This is an optimization exercise on Yosys and OpenROAD, whose aim is a short achievable clock period and few clock cycles per item, not a production implementation. The RTL was checked by simulation tests, not by an equivalence proof against the original design. The flow treats the clock pin as an ideal source. Dropping or thinning the clock tree relies on that and would not hold on a real chip. Power figures rest on the tool's default switching activity, not on a simulated workload.

// SOBEL
module  SOBEL(clk,reset,busy,ready,iaddr,idata,cdata_rd,cdata_wr,caddr_rd,caddr_wr,cwr,crd,csel	);
	input clk,reset;
	input ready;
	input [7:0] idata;
	input [7:0] cdata_rd;
	output reg busy;
	output reg [16:0] iaddr;
	output reg [7:0] cdata_wr;
	output [15:0] caddr_rd;
	output reg [15:0] caddr_wr;
	output reg cwr;
	output crd;
	output reg [1:0] csel;
	assign caddr_rd = 16'd0;
	assign crd = 1'b0;
	reg st_idle, st_pre, st_run;
	reg wact;                  
	reg wstart, wstop;         
	reg [2:0] pk;              
	reg [5:0] ph;              
	reg [7:0] ry;              
	reg [7:0] rs;              
	reg [16:0] cb, cb2, nb;    
	reg [7:0] pb;              
	reg [9:0] pa;              
	reg d_pre;                 
	reg [2:0] d_pk;
	reg pl_d;                  
	reg [1:0] plk_d;
	reg [7:0] wr_r;
	reg [6:0] wr_s;
	reg [7:0] ireg;
	reg [7:0] r0, r1, r2;
	reg [7:0] p0, p1, p2, p3, p4, p5, p6, p7;
	reg [7:0] w00, w01, w02, w03, w10, w11, w12, w13, w20, w21, w22, w23;
	wire pl_now = (ry[7:2] == 6'b111111);    
	always @(posedge clk) begin
		if (reset) begin
			st_idle <= 1'b1;
			st_pre <= 1'b0;
			st_run <= 1'b0;
			busy <= 1'b0;
			wact <= 1'b0;
			cwr <= 1'b0;
			csel <= 2'b00;
		end
		else begin
			busy <= (st_idle & ready) | st_pre | (st_run & ~(cwr & ~wact));
			if (st_idle && ready) begin
				st_idle <= 1'b0;
				st_pre <= 1'b1;
			end
			if (st_pre && pk == 3'd7) begin
				st_pre <= 1'b0;
				st_run <= 1'b1;
			end
			wact <= (wstart & st_run) | (wact & ~wstop);
			cwr <= wact;
			if (cwr && !wact)
				st_run <= 1'b0;
			if (wact)
				csel <= (ph[2] | ph[5]) ? 2'd1 : (ph[3] | ph[0]) ? 2'd2 : 2'd3;
			else
				csel <= 2'd0;
		end
	end
	always @(posedge clk) begin
  ...
For scale: ~560 flip-flops, roughly 24000 um^2 of cells after synthesis.
Settings: LEC_CHECK=0, CAP_MARGIN=20, CORE_MARGIN=2, CORE_UTILIZATION=65, PLACE_DENSITY=0.75, SLEW_MARGIN=20; clock period 9.6 ns.
standard.sh (not shown) runs the stock make flow with config.mk's settings and CLKGATE_MAP_FILE= SYNTH_SCRIPT=/design/flow/synth_recipe.tcl, a recipe that flattens the netlist after the stock synthesis.
==> flow/flow/run.sh <==
#!/bin/bash
# Standard synthesis and layout steps, with three changes to how the layout is
# made: repair_timing aims for a larger setup margin, ports get fast buffers,
# and the clock tree is a hand-built two-level tree (flow/manual_cts.tcl).
set -euo pipefail
W=$PWD
# hand-built clock tree: leaf buffers of up to 12 flip-flops
export MCT_LEAF_MAX=12 MCT_LEAF_CELL=sky130_fd_sc_hd__buf_6 MCT_ROOT_CELL=sky130_fd_sc_hd__buf_16
bash standard.sh synth > synth.log 2>&1
bash standard.sh SETUP_SLACK_MARGIN=${MARGIN:-7.2} \
  "BUFFER_PORTS_ARGS=-buffer_cell sky130_fd_sc_hd__buf_4" \
  PRE_CTS_TCL=$W/flow/cts_hook.tcl finish > layout.log 2>&1
==> flow/flow/manual_cts.tcl <==
# Two-level clock tree built by hand: the clock port drives a few root
# buffers, each root buffer drives leaf buffers, and each leaf buffer drives a
# compact cluster of flip-flops. Clusters come from recursive median bisection
# of the flip-flop locations, so every flip-flop sees the same two buffers.
set ::mct_leaf_max [expr {[info exists ::env(MCT_LEAF_MAX)] ? $::env(MCT_LEAF_MAX) : 24}]
set ::mct_roots [expr {[info exists ::env(MCT_ROOTS)] ? $::env(MCT_ROOTS) : 4}]
set ::mct_leaf_cell [expr {[info exists ::env(MCT_LEAF_CELL)] ? $::env(MCT_LEAF_CELL) : "sky130_fd_sc_hd__clkbuf_16"}]
set ::mct_root_cell [expr {[info exists ::env(MCT_ROOT_CELL)] ? $::env(MCT_ROOT_CELL) : "sky130_fd_sc_hd__clkbuf_16"}]

proc mct_xy {it} {
  set inst [$it getInst]
  set b [$inst getBBox]
  return [list [expr {([$b xMin] + [$b xMax]) / 2}] [expr {([$b yMin] + [$b yMax]) / 2}]]
}

# split items (each {x y obj}) into groups of at most max items
proc mct_split {items max} {
  if {[llength $items] <= $max} { return [list $items] }
  set xs [lmap i $items {lindex $i 0}]
  set ys [lmap i $items {lindex $i 1}]
  set dx [expr {[tcl::mathfunc::max {*}$xs] - [tcl::mathfunc::min {*}$xs]}]
  set dy [expr {[tcl::mathfunc::max {*}$ys] - [tcl::mathfunc::min {*}$ys]}]
  set k [expr {$dx >= $dy ? 0 : 1}]
  set sorted [lsort -integer -index $k $items]
  # number of groups this set needs, split so both halves fill evenly
  set n [llength $sorted]
  set g [expr {($n + $max - 1) / $max}]
  set left [expr {($g / 2) * $n / $g}]
  return [concat [mct_split [lrange $sorted 0 [expr {$left - 1}]] $max] \
                 [mct_split [lrange $sorted $left end] $max]]
}

proc mct_centroid {items} {
  set sx 0; set sy 0
  foreach i $items { set sx [expr {$sx + [lindex $i 0]}]; set sy [expr {$sy + [lindex $i 1]}] }
  set n [llength $items]
  return [list [expr {$sx / $n}] [expr {$sy / $n}]]
}

proc mct_buffer {block master name x y innet outnet} {
  set inst [odb::dbInst_create $block $master $name]
  set w [[$inst getMaster] getWidth]
  set h [[$inst getMaster] getHeight]
  $inst setLocation [expr {$x - $w / 2}] [expr {$y - $h / 2}]
  $inst setPlacementStatus PLACED
  [$inst findITerm A] connect $innet
  [$inst findITerm X] connect $outnet
  return $inst
}

proc manual_clock_tree {} {
  global mct_leaf_max mct_roots mct_leaf_cell mct_root_cell
  set db [ord::get_db]
  set block [ord::get_db_block]
  set clknet [$block findNet clk]
  set leafm [$db findMaster $mct_leaf_cell]
  set rootm [$db findMaster $mct_root_cell]
  set sinks {}
  foreach it [$clknet getITerms] {
    lappend sinks [concat [mct_xy $it] [list $it]]
  }
  puts "manual clock tree: [llength $sinks] sinks"
  set groups [mct_split $sinks $mct_leaf_max]
  # leaf nets and buffer positions
  set leaves {}
  set i 0
  foreach g $groups {
    set net [odb::dbNet_create $block "clknet_leaf_$i"]
    $net setSigType CLOCK
    foreach s $g {
      set it [lindex $s 2]
      $it disconnect
      $it connect $net
    }
    lappend leaves [concat [mct_centroid $g] [list $net $i]]
    incr i
  }
  set per [expr {([llength $leaves] + $mct_roots - 1) / $mct_roots}]
  set rgroups [mct_split $leaves $per]
  set r 0
  foreach rg $rgroups {
    set rnet [odb::dbNet_create $block "clknet_root_$r"]
    $rnet setSigType CLOCK
    lassign [mct_centroid $rg] rx ry
    mct_buffer $block $rootm "clkbuf_root_$r" $rx $ry $clknet $rnet
    foreach l $rg {
      lassign $l lx ly lnet li
      mct_buffer $block $leafm "clkbuf_leaf_$li" $lx $ly $rnet $lnet
    }
    puts "manual clock tree: root $r drives [llength $rg] leaf buffers"
    incr r
  }
  $clknet setSigType CLOCK
  global_connect
  puts "manual clock tree: [llength $leaves] leaf buffers, $r root buffers"
}
Other scripts of this flow, unchanged in this note and not shown: flow/flow/cts_hook.tcl
Testbench counts at the start, summed over its fixed seeds: cycles 786,508, pixels 262,144.
Edit:
--- a/flow/flow/run.sh
+++ b/flow/flow/run.sh
@@ -7,2 +7,2 @@
-# hand-built clock tree: leaf buffers of up to 12 flip-flops
-export MCT_LEAF_MAX=12 MCT_LEAF_CELL=sky130_fd_sc_hd__buf_6 MCT_ROOT_CELL=sky130_fd_sc_hd__buf_16
+# hand-built clock tree: leaf buffers of up to 16 flip-flops
+export MCT_LEAF_MAX=16 MCT_LEAF_CELL=sky130_fd_sc_hd__buf_8 MCT_ROOT_CELL=sky130_fd_sc_hd__buf_16
The new run completed without violations.
First-iteration DRC count is higher by 6.4%.
Global-route usage stays flat.
Maximum frequency is lower by about 0.7%.
Final area stays flat.
Clock power stays flat.
Die area is unchanged.
Total power climbs by 0.67%.
No run of this note takes its clock network from TritonCTS; it comes from the design's own scripts or RTL.

==> afterwards: timing with drivers on the ports <==
Ports are ideal in the flow. The routed layouts listed here were re-timed in OpenROAD. Step 1 sets driving cells, clkbuf_16 on the clock port and buf_2 on the other inputs (assumed; they add their load-dependent delay and slew). Step 2 moves the port delays by t, midway between the first and last clock arrival at a register: inputs arrive t later, outputs are due t later. That takes back most of the time a late clock gives input paths. Slacks: no drivers / after step 1 / after step 2; pairs: no drivers / after step 1.
run	t (ns)	slack for setup (ns)	worst register clock-pin slew, ns
the first run	0.443	6.925 / 6.791 / 7.100	0.09 / 0.09
the second run	0.437	6.907 / 6.774 / 7.106	0.10 / 0.10
After both steps setup and hold are still met in every run listed.
